Background: an optimization exercise with open tools, aiming at small area, a short achievable clock period and few clock cycles. Do not read the settings as production practice. At most, simulation tests tie the RTL to the original design; equivalence was not proved. Power and IR drop assume default switching activity.

## LBP
module LBP(
	clk,
	reset,
	gray_addr,
	gray_req,
	gray_ready,
	gray_data,
	lbp_addr,
	lbp_valid,
	lbp_data,
	finish
);
clock: 5.0 ns
lec_check: 0
cap_margin: 20
core_margin: 2
core_utilization: 65
cts_buf_list: sky130_fd_sc_hd__clkbuf_8
setup_slack_margin: 3
slew_margin: 20
standard.sh (not shown) runs the stock make flow with config.mk's settings and CLKGATE_MAP_FILE= SYNTH_SCRIPT=/design/flow/synth_recipe.tcl, a recipe that flattens the netlist after the stock synthesis.
==> flow/flow/run.sh <==
#!/bin/bash
# Standard ORFS flow, with port buffers and timing repair free to use any
# buffer/gate size instead of only same-footprint swaps, and a clock tree
# built without dummy balancing loads.
set -euo pipefail
export CTS_ARGS="-sink_clustering_enable -repair_clock_nets -buf_list sky130_fd_sc_hd__clkbuf_8 -dont_use_dummy_load -root_buf sky130_fd_sc_hd__clkbuf_16"
bash standard.sh MATCH_CELL_FOOTPRINT=0 "BUFFER_PORTS_ARGS=-buffer_cell sky130_fd_sc_hd__buf_2" finish > standard_flow.log 2>&1
The baseline went through all stages and came out clean.
Testbench counts at the start, summed over its fixed seeds: cycles 64,518.
Change:
==> flow/flow/run.sh (replaced) <==
#!/bin/bash
# Standard ORFS flow, with port buffers and timing repair free to use any
# buffer/gate size instead of only same-footprint swaps, and a clock tree
# built without dummy balancing loads.
set -euo pipefail
export CTS_ARGS="-sink_clustering_enable -repair_clock_nets -buf_list sky130_fd_sc_hd__clkbuf_4 -root_buf sky130_fd_sc_hd__clkbuf_8 -dont_use_dummy_load"
bash standard.sh MATCH_CELL_FOOTPRINT=0 "BUFFER_PORTS_ARGS=-buffer_cell sky130_fd_sc_hd__buf_2" finish > standard_flow.log 2>&1
--- a/flow/config.mk
+++ b/flow/config.mk
@@ -10,3 +10,3 @@
 export CORE_UTILIZATION = 65
-export CTS_BUF_LIST = sky130_fd_sc_hd__clkbuf_8
+export CTS_BUF_LIST = sky130_fd_sc_hd__clkbuf_4
 export SETUP_SLACK_MARGIN = 3
Effect: Global-route usage came out lower by 0.61 points. Via count goes up slightly. Core utilization fell by 0.72 points. Routed wire length falls by a few percent. Power shrinks by a little under a tenth. Non-clock buffer count goes up by 6. Sequential power barely changes.
Change:
==> flow/flow/run.sh (replaced) <==
#!/bin/bash
# Standard ORFS flow, with port buffers and timing repair free to use any
# buffer/gate size instead of only same-footprint swaps, and a clock tree
# built without dummy balancing loads.
set -euo pipefail
export CTS_ARGS="-sink_clustering_enable -repair_clock_nets -buf_list sky130_fd_sc_hd__clkbuf_4 -root_buf sky130_fd_sc_hd__clkbuf_16 -dont_use_dummy_load"
bash standard.sh MATCH_CELL_FOOTPRINT=0 "BUFFER_PORTS_ARGS=-buffer_cell sky130_fd_sc_hd__buf_1" finish > standard_flow.log 2>&1
--- a/flow/config.mk
+++ b/flow/config.mk
@@ -11,3 +11,3 @@
 export CTS_BUF_LIST = sky130_fd_sc_hd__clkbuf_4
-export SETUP_SLACK_MARGIN = 3
+export SETUP_SLACK_MARGIN = 3.1
 export SLEW_MARGIN = 20
=>
- The new run completed with no timing, DRC or antenna violations
- setup slack gets worse by 8.8 ps
- die area does not change
- routed wire length rose by a few percent
- via count rose slightly
- sequential cell count is unchanged
- count of clock-buffer cells in the layout does not change
Change:
==> flow/flow/run.sh (replaced) <==
#!/bin/bash
# Standard ORFS flow, with port buffers and timing repair free to use any
# buffer/gate size instead of only same-footprint swaps.
set -euo pipefail
bash standard.sh MATCH_CELL_FOOTPRINT=0 "BUFFER_PORTS_ARGS=-buffer_cell sky130_fd_sc_hd__buf_2" finish > standard_flow.log 2>&1
--- a/flow/config.mk
+++ b/flow/config.mk
@@ -10,4 +10,6 @@
 export CORE_UTILIZATION = 65
-export CTS_BUF_LIST = sky130_fd_sc_hd__clkbuf_4
-export SETUP_SLACK_MARGIN = 3.1
+export CTS_BUF_LIST = sky130_fd_sc_hd__clkbuf_8
+export CTS_CLUSTER_DIAMETER = 100
+export CTS_CLUSTER_SIZE = 30
+export SETUP_SLACK_MARGIN = 3
 export SLEW_MARGIN = 20
Effect: The changed run produced a clean layout; setup slack is worse by 52 ps; power rose by about a fifth; design area goes up by a few percent; first-iteration DRC count is higher by well over a third; area after synthesis stays the same; routed wire length is about the same; cell count increases by a few percent; critical path depth shrinks by 5.
Change:
==> flow/flow/run.sh (replaced) <==
#!/bin/bash
# Standard ORFS flow, with port buffers and timing repair free to use any
# buffer/gate size instead of only same-footprint swaps, and a clock tree
# built without dummy balancing loads.
set -euo pipefail
export CTS_ARGS="-sink_clustering_enable -repair_clock_nets -buf_list sky130_fd_sc_hd__clkbuf_4 -root_buf sky130_fd_sc_hd__clkbuf_16 -dont_use_dummy_load"
bash standard.sh MATCH_CELL_FOOTPRINT=0 "BUFFER_PORTS_ARGS=-buffer_cell sky130_fd_sc_hd__buf_1" finish > standard_flow.log 2>&1
--- a/flow/config.mk
+++ b/flow/config.mk
@@ -10,5 +10,4 @@
 export CORE_UTILIZATION = 65
-export CTS_BUF_LIST = sky130_fd_sc_hd__clkbuf_8
-export CTS_CLUSTER_DIAMETER = 100
-export CTS_CLUSTER_SIZE = 30
+export CTS_BUF_LIST = sky130_fd_sc_hd__clkbuf_4
+export PLACE_DENSITY = 0.5
 export SETUP_SLACK_MARGIN = 3
Result:
- total power goes down by about a fifth
- die area stays the same
- final area fell by a little under a tenth
- global-route usage goes down by 0.65 points
- hold slack got worse by 12 ps
- setup slack is better by 59 ps
Change:
==> flow/flow/run.sh (replaced) <==
#!/bin/bash
# Standard ORFS flow, with port buffers and timing repair free to use any
# buffer/gate size instead of only same-footprint swaps, and a clock tree
# built without dummy balancing loads.
set -euo pipefail
export CTS_ARGS="-sink_clustering_enable -repair_clock_nets -buf_list {sky130_fd_sc_hd__clkbuf_4 sky130_fd_sc_hd__clkbuf_8} -root_buf sky130_fd_sc_hd__clkbuf_16 -dont_use_dummy_load"
bash standard.sh MATCH_CELL_FOOTPRINT=0 "BUFFER_PORTS_ARGS=-buffer_cell sky130_fd_sc_hd__buf_2" finish > standard_flow.log 2>&1
--- a/flow/config.mk
+++ b/flow/config.mk
@@ -11,3 +11,2 @@
 export CTS_BUF_LIST = sky130_fd_sc_hd__clkbuf_4
-export PLACE_DENSITY = 0.5
 export SETUP_SLACK_MARGIN = 3
=> Die area stays the same. First-iteration DRC count went up by 9.7%. Sequential cell count does not change. Fmax went down by 1.0%.

* * *

Starting RTL as in the previous note.
==> flow/config.mk <==
export PLATFORM = sky130hd
export DESIGN_NAME = LBP
export DESIGN_NICKNAME = LBP
export VERILOG_FILES = /design/flow/design.v
export SDC_FILE = /design/flow/constraint.sdc
export NUM_CORES = 4
export LEC_CHECK = 0
export CAP_MARGIN = 20
export CORE_MARGIN = 2
export CORE_UTILIZATION = 65
export CTS_BUF_LIST = sky130_fd_sc_hd__clkbuf_8
export GPL_TIMING_DRIVEN = 1
export SETUP_SLACK_MARGIN = 3
export SLEW_MARGIN = 20
==> flow/constraint.sdc <==
create_clock -name core_clock -period 5.0 [get_ports {clk}]
set_input_delay 1.0000 -clock core_clock [delete_from_list [all_inputs] [get_ports {clk}]]
set_output_delay 1.0000 -clock core_clock [all_outputs]
set_load 0.01 [all_outputs]
==> flow/flow/run.sh <==
#!/bin/bash
# Standard ORFS flow, with port buffers and timing repair free to use any
# buffer/gate size instead of only same-footprint swaps, and a clock tree
# built without dummy balancing loads.
set -euo pipefail
export CTS_ARGS="-sink_clustering_enable -repair_clock_nets -buf_list sky130_fd_sc_hd__clkbuf_8 -root_buf sky130_fd_sc_hd__clkbuf_16 -dont_use_dummy_load"
bash standard.sh MATCH_CELL_FOOTPRINT=0 "BUFFER_PORTS_ARGS=-buffer_cell sky130_fd_sc_hd__buf_1" finish > standard_flow.log 2>&1
The baseline produced a clean layout.
Testbench counts at the start, summed over its fixed seeds: cycles 64,518.
Next try:
GPL_TIMING_DRIVEN = default   (was 1)
After rerunning:
- sequential share of layout area does not change
- total power is unchanged
- clock-buffer cell count stays the same
- worst setup slack does not change
- design area does not change
- utilization stays the same
Next try:
==> flow/flow/run.sh (replaced) <==
#!/bin/bash
# Standard ORFS flow, with port buffers and timing repair free to use any
# buffer/gate size instead of only same-footprint swaps.
set -euo pipefail
bash standard.sh MATCH_CELL_FOOTPRINT=0 "BUFFER_PORTS_ARGS=-buffer_cell sky130_fd_sc_hd__buf_2" finish > standard_flow.log 2>&1
CTS_BUF_LIST = sky130_fd_sc_hd__clkbuf_8 sky130_fd_sc_hd__clkbuf_16   (was sky130_fd_sc_hd__clkbuf_8)
The new run completed with no timing, DRC or antenna violations.
Sequential cell count is unchanged.
Register-to-register slack got worse by 0.11 ns.
Setup slack got worse by 0.091 ns.
Synthesized area does not change.
Die area is unchanged.
Non-clock buffer count is higher by 19.
Power is higher by about 26%.
Combinational power is higher by about 17%.
Count of clock-buffer cells in the layout does not change.
Via count is higher by about 10%.
Sequential share of layout area is lower by 6.1 points.
Next try:
==> flow/flow/run.sh (replaced) <==
#!/bin/bash
# Standard ORFS flow, with port buffers and timing repair free to use any
# buffer/gate size instead of only same-footprint swaps, and a clock tree
# built without dummy balancing loads.
set -euo pipefail
export CTS_ARGS="-sink_clustering_enable -repair_clock_nets -buf_list sky130_fd_sc_hd__clkbuf_4 -root_buf sky130_fd_sc_hd__clkbuf_16 -dont_use_dummy_load"
bash standard.sh MATCH_CELL_FOOTPRINT=0 "BUFFER_PORTS_ARGS=-buffer_cell sky130_fd_sc_hd__buf_1" finish > standard_flow.log 2>&1
CORE_UTILIZATION = 70   (was 65)
CTS_BUF_LIST = sky130_fd_sc_hd__clkbuf_4   (was sky130_fd_sc_hd__clkbuf_8 sky130_fd_sc_hd__clkbuf_16)
Outcome: Routed wire length drops by about a fifth. Synthesized cell count stays the same. First-iteration DRC count drops by a quarter to a third. Area after synthesis stays the same. Die area drops by a few percent. Design area drops by roughly a tenth. Via count drops by a little under a tenth.

* * *

LBP, a different RTL version from the one above (not shown whole).
Size: ~380 cells after synthesis, ~140 flip-flops, roughly 50 I/O pins.
export LEC_CHECK = 0
export CAP_MARGIN = 20
export CORE_MARGIN = 2
export CORE_UTILIZATION = 65
export CTS_BUF_LIST = sky130_fd_sc_hd__clkbuf_8
export SETUP_SLACK_MARGIN = 2.8
export SLEW_MARGIN = 20
create_clock -name core_clock -period 5.0 [get_ports {clk}]
==> flow/flow/run.sh <==
#!/bin/bash
# Standard ORFS flow, with port buffers and timing repair free to use any
# buffer/gate size instead of only same-footprint swaps.
set -euo pipefail
bash standard.sh MATCH_CELL_FOOTPRINT=0 "BUFFER_PORTS_ARGS=-buffer_cell sky130_fd_sc_hd__buf_2" finish > standard_flow.log 2>&1
The starting point completed without violations.
==> next run, changes <==
SETUP_SLACK_MARGIN = 3.2   (was 2.8)
Wire length goes up by roughly a tenth.
Final area goes up by a little under a tenth.
Synthesized area stays the same.
Worst hold slack barely changes.
==> next run, changes <==
CORE_UTILIZATION = 80   (was 65)
SETUP_SLACK_MARGIN = 3   (was 3.2)
Now the flow ended with an error in clock tree synthesis (4_1_cts).
Synthesized area stays the same.
Synthesized cell count does not change.
==> next run, changes <==
CORE_UTILIZATION = 65   (was 80)
CTS_CLUSTER_SIZE = 20   (was not set)
This time the run completed without violations. Area after synthesis stays the same. Synthesized cell count is unchanged.
No functional check of the RTL was part of any run of this note.

* * *

Setup of umber:
The RTL this note starts from:
==> flow/design.v <==
`timescale 1ns/10ps
module LBP(
	clk,
	reset,
	gray_addr,
	gray_req,
	gray_ready,
	gray_data,
	lbp_addr,
	lbp_valid,
	lbp_data,
	finish
);
input clk;
input reset;
input gray_ready;
input [7:0] gray_data;
output [13:0] gray_addr;
output reg gray_req;
output reg [13:0] lbp_addr;
output reg lbp_valid;
output reg [7:0] lbp_data;
output reg finish;
localparam S  = 8;         
localparam H  = S - 2;     
localparam IW = 3;         
reg [6:0] row;
reg [6:0] col;
reg [IW-1:0] ri;           
assign gray_addr = {row, col};
wire col_end = (ri == S-1);
wire last    = (col == 7'd127) & (row == 7'd127);    
always @(posedge clk) begin
	if (~gray_req) begin
		row <= 7'd0;
		col <= 7'd0;
		ri  <= {IW{1'b0}};
	end
	else begin
		ri <= ri + 1'b1;                                    
		if (col_end) begin
			col <= col + 7'd1;
			if (col == 7'd127) row <= row - 7'd1;           
			else               row <= row - (S - 1);       
		end
		else row <= row + 7'd1;
	end
end
reg [7:0] p [1:S+1];
integer k;
always @(posedge clk) begin
	p[1] <= gray_data;
	for (k = 2; k <= S + 1; k = k + 1) p[k] <= p[k-1];
end
function ge8;
	input [7:0] a;
	input [7:0] b;
	integer j;
	reg r;
	begin
		r = 1'b1;
		for (j = 0; j < 8; j = j + 1)
			r = (a[j] & ~b[j]) | (a[j] & r) | (~b[j] & r);
		ge8 = r;
	end
endfunction
wire [7:0] x = gray_data;
wire [7:0] c = p[S+1];
wire c_dr  = ge8(x,    c);     
wire c_r   = ge8(p[1], c);     
wire c_ur  = ge8(p[2], c);     
wire c_d   = ge8(p[S], c);     
wire x_ul  = ge8(c, x);        
wire r_l   = ge8(c, p[1]);     
wire ur_dl = ge8(c, p[2]);     
wire d_u   = ge8(c, p[S]);     
reg       q1;
reg [1:0] q2;
reg [2:0] qm [3:S];
reg [3:0] qs1;
always @(posedge clk) begin
	q1    <= x_ul;
	q2    <= {r_l, q1};
	qm[3] <= {ur_dl, q2};
	for (k = 4; k <= S; k = k + 1) qm[k] <= qm[k-1];
	qs1   <= {d_u, qm[S]};
end
wire [7:0] code = {c_dr, c_d, qs1[2], c_r, qs1[1], c_ur, qs1[3], qs1[0]};
always @(posedge clk) begin
	lbp_data <= code;
	lbp_addr <= {row - 7'd1, col - 7'd1};
end
always @(posedge clk or posedge reset) begin
	if (reset) begin
		lbp_valid <= 1'b0;
		finish    <= 1'b0;
		gray_req  <= 1'b0;
	end
	else begin
		gray_req  <= gray_ready;
		lbp_valid <= gray_req & ~finish & (ri >= 2) & (col >= 7'd2);
		if (gray_req & last) finish <= 1'b1;
	end
end
endmodule
clock: 5.0 ns
lec_check: 0
cap_margin: 20
core_margin: 2
core_utilization: 65
cts_buf_list: sky130_fd_sc_hd__clkbuf_4
place_density: 0.85
setup_slack_margin: 3
slew_margin: 20
==> flow/flow/run.sh <==
#!/bin/bash
# Standard ORFS flow, with port buffers and timing repair free to use any
# buffer/gate size instead of only same-footprint swaps, and a clock tree
# built without dummy balancing loads.
set -euo pipefail
export CTS_ARGS="-sink_clustering_enable -repair_clock_nets -buf_list sky130_fd_sc_hd__clkbuf_4 -root_buf sky130_fd_sc_hd__clkbuf_16 -dont_use_dummy_load"
bash standard.sh MATCH_CELL_FOOTPRINT=0 "BUFFER_PORTS_ARGS=-buffer_cell sky130_fd_sc_hd__buf_1" finish > standard_flow.log 2>&1
Testbench counts of umber, summed over its fixed seeds: cycles 64,518.
diff inputs: umber => quartz
==> flow/flow/run.sh <==
#!/bin/bash
# Standard ORFS flow, with port buffers and timing repair free to use any
# buffer/gate size instead of only same-footprint swaps, and a clock tree
# built without dummy balancing loads.
set -euo pipefail
export CTS_ARGS="-sink_clustering_enable -repair_clock_nets -buf_list sky130_fd_sc_hd__clkbuf_8 -dont_use_dummy_load"
bash standard.sh MATCH_CELL_FOOTPRINT=0 "BUFFER_PORTS_ARGS=-buffer_cell sky130_fd_sc_hd__buf_2" finish > standard_flow.log 2>&1
-- flow/config.mk --
<<< umber, line 11
export CTS_BUF_LIST = sky130_fd_sc_hd__clkbuf_4
export PLACE_DENSITY = 0.85
>>> quartz, line 11
export CTS_BUF_LIST = sky130_fd_sc_hd__clkbuf_8
==> comparison <==
- quartz against umber: post-route fraction of the period consumed by the critical path has increased; largest voltage drop on the vdd net now sits lower; worst-margin pin slew went up by 0.0060 ns; final area increased 230 sq um.
- Compared with umber, quartz shows layout buffer count excluding clock buffers that has gone up by more than 10%.
- Combinational power share: umber vs quartz, no meaningful difference
- For umber, the start point of the critical path was gray_data[2], unlike quartz, where it was finish.
- Maximum single-stage delay on the critical path for quartz is higher than for umber.
- In quartz, final routed wirelength across all metal layers is lower than in umber.
- Looking at maximum frequency from static timing analysis across both flows, quartz is the weaker of the two, with umber ahead.
- Higher clock network area share among quartz and umber: quartz
Modified inputs, pepper compared to quartz
==> flow/flow/run.sh <==
#!/bin/bash
# Standard ORFS flow, with port buffers and timing repair free to use any
# buffer/gate size instead of only same-footprint swaps, and a clock tree
# built without dummy balancing loads.
set -euo pipefail
export CTS_ARGS="-sink_clustering_enable -repair_clock_nets -buf_list sky130_fd_sc_hd__clkbuf_4 -root_buf sky130_fd_sc_hd__clkbuf_16 -dont_use_dummy_load"
bash standard.sh MATCH_CELL_FOOTPRINT=0 "BUFFER_PORTS_ARGS=-buffer_cell sky130_fd_sc_hd__buf_1" finish > standard_flow.log 2>&1
-- flow/config.mk --
<<< quartz, line 10
export CORE_UTILIZATION = 65
export CTS_BUF_LIST = sky130_fd_sc_hd__clkbuf_8
>>> pepper, line 10
export CORE_UTILIZATION = 60
export CTS_BUF_LIST = sky130_fd_sc_hd__clkbuf_4
Results
Looking at the reports, pepper completed the entire flow and the layout it produced met the timing, DRC and antenna checks. The category of the critical setup timing path comes out input pin to flop in one run and flop to output port in the other, namely in pepper and quartz respectively. Going from quartz to pepper, clock group share of total power went down by 4.9 points, share of total power in combinational logic went down by 0.2 points. The routed wire length in pepper sits 8.1% below the value recorded for quartz.

re-timing with driven ports:
Ports are ideal in the flow. The routed layouts listed here were re-timed in OpenROAD. Step 1: set_driving_cell puts a clkbuf_16 on clk and a buf_2 on each other input, an assumption about the parent block. Step 2 adds t to the input delays and takes it off the output delays; t is the mean of the earliest and latest rising clock arrival at the registers after step 1. Input paths then give back, and output paths get back, about the clock's delay inside the block. a / b / c = no drivers / after step 1 / after step 2; a / b = the first two.
| run | t, ns | slack for setup (ns) | worst hold slack (ns) | worst setup path after step 2 | worst register clock-pin slew, ns |
|---|---|---|---|---|---|
| the first run of note 1 | 0.388 | 3.037 / 3.003 / 2.666 | 0.313 / 0.313 / 0.313 | input to register | 0.08 / 0.08 |
| the second run of note 1 | 0.421 | 3.058 / 3.030 / 2.665 | 0.314 / 0.314 / 0.314 | input to register | 0.12 / 0.12 |
| the third run of note 1 | 0.371 | 3.050 / 3.042 / 2.682 | 0.310 / 0.310 / 0.310 | input to register | 0.12 / 0.12 |
| the fourth run of note 1 | 0.451 | 2.998 / 2.970 / 2.680 | 0.326 / 0.326 / 0.326 | input to register | 0.08 / 0.08 |
| the fifth run of note 1 | 0.374 | 3.057 / 3.032 / 2.692 | 0.313 / 0.313 / 0.313 | input to register | 0.12 / 0.12 |
| the sixth run of note 1 | 0.388 | 3.037 / 3.003 / 2.666 | 0.313 / 0.313 / 0.313 | input to register | 0.08 / 0.08 |
| the first run of note 2 | 0.382 | 3.051 / 3.018 / 2.694 | 0.314 / 0.314 / 0.314 | input to register | 0.08 / 0.08 |
| the second run of note 2 | 0.382 | 3.051 / 3.018 / 2.694 | 0.314 / 0.314 / 0.314 | input to register | 0.08 / 0.08 |
| the third run of note 2 | 0.548 | 2.960 / 2.930 / 2.675 | 0.321 / 0.321 / 0.321 | input to register | 0.06 / 0.06 |
| the fourth run of note 2 | 0.365 | 3.019 / 3.027 / 2.667 | 0.303 / 0.303 / 0.303 | input to register | 0.10 / 0.10 |
| the first run of note 3 | 0.443 | 2.854 / 2.825 / 2.603 | 0.321 / 0.321 / 0.321 | input to register | 0.08 / 0.08 |
| the second run of note 3 | 0.451 | 2.938 / 2.910 / 2.659 | 0.320 / 0.320 / 0.320 | input to register | 0.07 / 0.07 |
| the fourth run of note 3 | 0.447 | 2.935 / 2.907 / 2.698 | 0.325 / 0.325 / 0.325 | input to register | 0.08 / 0.08 |
| umber | 0.378 | 3.047 / 3.020 / 2.686 | 0.303 / 0.303 / 0.303 | input to register | 0.12 / 0.12 |
| quartz | 0.448 | 3.025 / 2.997 / 2.667 | 0.313 / 0.313 / 0.313 | input to register | 0.08 / 0.08 |
| pepper | 0.371 | 3.001 / 3.013 / 2.642 | 0.311 / 0.311 / 0.311 | input to register | 0.13 / 0.13 |
After both steps every run listed still meets setup and hold. The setup slack of the second run of note 1, which loses most, moves by -0.028 ns with the drivers and by -0.393 ns with both steps.
